Source: an optimization exercise on an open RTL-to-GDS flow (aim: small area, a short achievable clock period and few clock cycles per item). Production flows keep margins and buffers that such runs may drop.
Where RTL was checked, it was by simulation tests only, not by an equivalence proof against the original.

## hyperbolic_exp_cordic
module hyperbolic_exp_cordic (
    input rstn,
    input clk,
    input signed [NUM_W - 1:0] z0,
    input in_valid,
    output in_ready,
    output reg signed [NUM_W - 1:0] w,
    output reg out_valid,
    input out_ready
);
    localparam NUM_W = 16;
    wire adv = !out_valid || out_ready;
    assign in_ready = adv;
    reg v0;
    reg [15:0] z_0;
    reg [3:0] dc_0;   
    wire [14:0] s0_u = z0[14:0] ^ {15{z0[15]}};
    wire s0_e1 = (s0_u < 15'd9000);
    wire s0_e2 = (s0_e1 ? (s0_u < 15'd4815) : (s0_u < 15'd13185));
    wire s0_e3 = (s0_e1 ? (s0_e2 ? (s0_u < 15'd2756) : (s0_u < 15'd6874)) : (s0_e2 ? (s0_u < 15'd11126) : (s0_u < 15'd15244)));
    wire s0_e4 = (s0_e1 ? (s0_e2 ? (s0_e3 ? (s0_u < 15'd1731) : (s0_u < 15'd3781)) : (s0_e3 ? (s0_u < 15'd5849) : (s0_u < 15'd7899))) : (s0_e2 ? (s0_e3 ? (s0_u < 15'd10101) : (s0_u < 15'd12151)) : (s0_e3 ? (s0_u < 15'd14219) : (s0_u < 15'd16269))));
    always @(posedge clk) if (!rstn) v0 <= 1'b0; else if (adv) v0 <= in_valid;
    always @(posedge clk) if (adv) begin z_0 <= z0; dc_0 <= {s0_e4, s0_e3, s0_e2, s0_e1} ^ {4{z0[15]}}; end
    reg v1;
    reg [4:0] d_1;    
    reg [8:0] y_1;    
    reg ok_1, sg_1;
    wire [15:0] s1_c = (dc_0[3] ? (dc_0[2] ? (dc_0[1] ? (dc_0[0] ? (z_0[15] ? 16'd18318 : 16'd318) : (z_0[15] ? 16'd9948 : 16'd57484)) : (dc_0[0] ? (z_0[15] ? 16'd14200 : 16'd61736) : (z_0[15] ? 16'd5830 : 16'd53366))) : (dc_0[1] ? (dc_0[0] ? (z_0[15] ? 16'd16268 : 16'd63804) : (z_0[15] ? 16'd7898 : 16'd55434)) : (dc_0[0] ? (z_0[15] ? 16'd12150 : 16'd59686) : (z_0[15] ? 16'd3780 : 16'd51316)))) : (dc_0[2] ? (dc_0[1] ? (dc_0[0] ? (z_0[15] ? 16'd16268 : 16'd63804) : (z_0[15] ? 16'd7898 : 16'd55434)) : (dc_0[0] ? (z_0[15] ? 16'd12150 : 16'd59686) : (z_0[15] ? 16'd3780 : 16'd51316))) : (dc_0[1] ? (dc_0[0] ? (z_0[15] ? 16'd14218 : 16'd61754) : (z_0[15] ? 16'd5848 : 16'd53384)) : (dc_0[0] ? (z_0[15] ? 16'd10100 : 16'd57636) : (z_0[15] ? 16'd1730 : 16'd49266)))));
  ...
Size in the first run: ~250 flip-flops, about 38 I/O pins, about 16,000 um^2 of cells after synthesis.
Settings: LEC_CHECK=0, ABC_AREA=1, CAP_MARGIN=20, CORE_MARGIN=2, CORE_UTILIZATION=40, CTS_CLUSTER_DIAMETER=100, CTS_CLUSTER_SIZE=30, SETUP_SLACK_MARGIN=2.5, SLEW_MARGIN=20; clock period 5.5 ns.
run.sh (not shown) runs the stock make flow with config.mk's settings and CLKGATE_MAP_FILE= SYNTH_SCRIPT=/design/flow/synth_recipe.tcl, a recipe that flattens the netlist after the stock synthesis.
The first run produced a clean layout.
Then changed:
--- a/flow/design.v
+++ b/flow/design.v
@@ -43,34 +43,24 @@
     always @(posedge clk) if (!rstn) v2 <= 1'b0; else if (adv) v2 <= v1;
     always @(posedge clk) if (adv) begin w_2 <= s2_w; d_2 <= s2_d[10:2]; end
     reg v3;
     reg [15:0] w_3;
     reg [7:0] d_3;
     always @(posedge clk) if (!rstn) v3 <= 1'b0; else if (adv) v3 <= v2;
     always @(posedge clk) if (adv) begin w_3 <= w_2 + ({16{d_2[0]}} ^ (w_2 >> 7)) + d_2[0]; d_3 <= d_2[8:1]; end
-    wire [8:0] t4_lo = {1'b0, w_3[7:0]} + {1'b0, {8{d_3[0]}} ^ w_3[15:8]} + d_3[0];
-    wire t4_inc = t4_lo[8] & ~d_3[0];
-    wire t4_dec = d_3[0] & ~t4_lo[8];
-    wire [7:0] t4_hi = w_3[15:8];
-    wire [7:0] t4_tog = {(t4_inc & (&t4_hi[6:0])) | (t4_dec & ~(|t4_hi[6:0])), (t4_inc & (&t4_hi[5:0])) | (t4_dec & ~(|t4_hi[5:0])), (t4_inc & (&t4_hi[4:0])) | (t4_dec & ~(|t4_hi[4:0])), (t4_inc & (&t4_hi[3:0])) | (t4_dec & ~(|t4_hi[3:0])), (t4_inc & (&t4_hi[2:0])) | (t4_dec & ~(|t4_hi[2:0])), (t4_inc & (&t4_hi[1:0])) | (t4_dec & ~(|t4_hi[1:0])), (t4_inc & (&t4_hi[0:0])) | (t4_dec & ~(|t4_hi[0:0])), t4_inc | t4_dec};
     reg v4;
     reg [15:0] w_4;
     reg [6:0] d_4;
     always @(posedge clk) if (!rstn) v4 <= 1'b0; else if (adv) v4 <= v3;
-    always @(posedge clk) if (adv) begin w_4 <= {t4_hi ^ t4_tog, t4_lo[7:0]}; d_4 <= d_3[7:1]; end
-    wire [7:0] t5_lo = {1'b0, w_4[6:0]} + {1'b0, {7{d_4[0]}} ^ w_4[15:9]} + d_4[0];
-    wire t5_inc = t5_lo[7] & ~d_4[0];
-    wire t5_dec = d_4[0] & ~t5_lo[7];
-    wire [8:0] t5_hi = w_4[15:7];
-    wire [8:0] t5_tog = {(t5_inc & (&t5_hi[7:0])) | (t5_dec & ~(|t5_hi[7:0])), (t5_inc & (&t5_hi[6:0])) | (t5_dec & ~(|t5_hi[6:0])), (t5_inc & (&t5_hi[5:0])) | (t5_dec & ~(|t5_hi[5:0])), (t5_inc & (&t5_hi[4:0])) | (t5_dec & ~(|t5_hi[4:0])), (t5_inc & (&t5_hi[3:0])) | (t5_dec & ~(|t5_hi[3:0])), (t5_inc & (&t5_hi[2:0])) | (t5_dec & ~(|t5_hi[2:0])), (t5_inc & (&t5_hi[1:0])) | (t5_dec & ~(|t5_hi[1:0])), (t5_inc & (&t5_hi[0:0])) | (t5_dec & ~(|t5_hi[0:0])), t5_inc | t5_dec};
+    always @(posedge clk) if (adv) begin w_4 <= w_3 + ({16{d_3[0]}} ^ (w_3 >> 8)) + d_3[0]; d_4 <= d_3[7:1]; end
     reg v5;
     reg [15:0] w_5;
     reg [5:0] d_5;
     always @(posedge clk) if (!rstn) v5 <= 1'b0; else if (adv) v5 <= v4;
-    always @(posedge clk) if (adv) begin w_5 <= {t5_hi ^ t5_tog, t5_lo[6:0]}; d_5 <= d_4[6:1]; end
+    always @(posedge clk) if (adv) begin w_5 <= w_4 + ({16{d_4[0]}} ^ (w_4 >> 9)) + d_4[0]; d_5 <= d_4[6:1]; end
     wire [6:0] t6_lo = {1'b0, w_5[5:0]} + {1'b0, {6{d_5[0]}} ^ w_5[15:10]} + d_5[0];
     wire t6_inc = t6_lo[6] & ~d_5[0];
     wire t6_dec = d_5[0] & ~t6_lo[6];
     wire [9:0] t6_hi = w_5[15:6];
     wire [9:0] t6_tog = {(t6_inc & (&t6_hi[8:0])) | (t6_dec & ~(|t6_hi[8:0])), (t6_inc & (&t6_hi[7:0])) | (t6_dec & ~(|t6_hi[7:0])), (t6_inc & (&t6_hi[6:0])) | (t6_dec & ~(|t6_hi[6:0])), (t6_inc & (&t6_hi[5:0])) | (t6_dec & ~(|t6_hi[5:0])), (t6_inc & (&t6_hi[4:0])) | (t6_dec & ~(|t6_hi[4:0])), (t6_inc & (&t6_hi[3:0])) | (t6_dec & ~(|t6_hi[3:0])), (t6_inc & (&t6_hi[2:0])) | (t6_dec & ~(|t6_hi[2:0])), (t6_inc & (&t6_hi[1:0])) | (t6_dec & ~(|t6_hi[1:0])), (t6_inc & (&t6_hi[0:0])) | (t6_dec & ~(|t6_hi[0:0])), t6_inc | t6_dec};
     reg v6;
     reg [15:0] w_6;
=>
- The changed run went through all stages and came out clean
- worst setup slack gains 140 ps
- wire length is higher slightly
- non-clock buffer count went down by 14
- cell count went down slightly
- clock-buffer cell count is unchanged
- synthesized cell count stays flat
- hold slack gets better by 5.2 ps
- maximum frequency rose by a few percent
- register-to-register slack improved by 140 ps
No run of this note included a check of the RTL's function; only the layout flow was run.


hyperbolic_exp_cordic, a different RTL version from the one above (not shown whole).
Size in the first run: ~1800 cells after synthesis, ~310 flip-flops, roughly 38 I/O pins, ~20000 um2 of cells after synthesis.
clock: 5.5 ns
lec_check: 0
cap_margin: 20
core_margin: 2
core_utilization: 40
setup_slack_margin: 2.5
slew_margin: 20
Testbench counts at the start, summed over its fixed seeds: cycles 1,144, items 1,024.
==> next run, changes <==
--- a/flow/design.v
+++ b/flow/design.v
@@ -78,17 +78,17 @@
             6'd62: w_init = 16'd16583;
             6'd63: w_init = 16'd5529;
             default: w_init = 16'd0;
         endcase
     endfunction
     reg v0;
     reg [15:0] z_0;
     reg d1_0;
-    wire s0_d1 = z0[15] ? (z0 < -16'sd9000) : (z0 < 16'sd9000);
+    wire s0_d1 = z0[15] ? ($signed(z0) < -16'sd9000) : ($signed(z0) < 16'sd9000);
     always @(posedge clk) if (!rstn) v0 <= 1'b0; else if (adv) v0 <= in_valid;
     always @(posedge clk) if (adv) begin z_0 <= z0; d1_0 <= s0_d1; end
     reg v1;
     reg [13:0] z_1;
     reg [1:0] d_1;
     wire s1_d0 = z_0[15];
     wire [15:0] s1_c = s1_d0 ? (d1_0 ? 16'd13185 : 16'd4815) : (d1_0 ? -16'd4815 : -16'd13185);
     wire [15:0] s1_z2 = z_0 + s1_c;
=> Final area is unchanged. Via count stays the same. Core utilization is unchanged. Sequential share of layout area does not change. Hold slack is unchanged. Die area is unchanged. Area after synthesis does not change. Count of clock-buffer cells in the layout is unchanged. Register-to-register slack stays flat.
Function not checked in the second run of this note: the RTL went through the layout flow alone.

==> static timing again, ports no longer ideal <==
No port has a modelled driver above. Below, the same layouts with a new extraction and two added sets of constraints. Step 1 (the two cells are an assumption about what drives the block):
set clk [get_ports {clk}]
set_driving_cell -lib_cell sky130_fd_sc_hd__clkbuf_16 $clk
set_driving_cell -lib_cell sky130_fd_sc_hd__buf_2 [delete_from_list [all_inputs] $clk]
Step 2 also shifts input and output timing later by t, the mid clock arrival at the registers, as if the neighbouring blocks saw the same clock. Slacks: ideal ports / drivers / drivers and shift; pairs: ideal ports / drivers.
run	shift t [ns]	setup slack, ns	worst setup path after step 2	clock arrival spread, ns	pins driven straight from the clock port
the first run of note 1	0.536	1.794 / 1.794 / 1.794	register to register	0.041 / 0.041	1
the second run of note 1	0.552	1.930 / 1.930 / 1.930	register to register	0.044 / 0.043	1
the first run of note 2	0.589	2.587 / 2.587 / 2.301	input to register	0.030 / 0.031	1
the second run of note 2	0.589	2.587 / 2.587 / 2.301	input to register	0.030 / 0.031	1
After both steps every run listed still meets setup and hold.
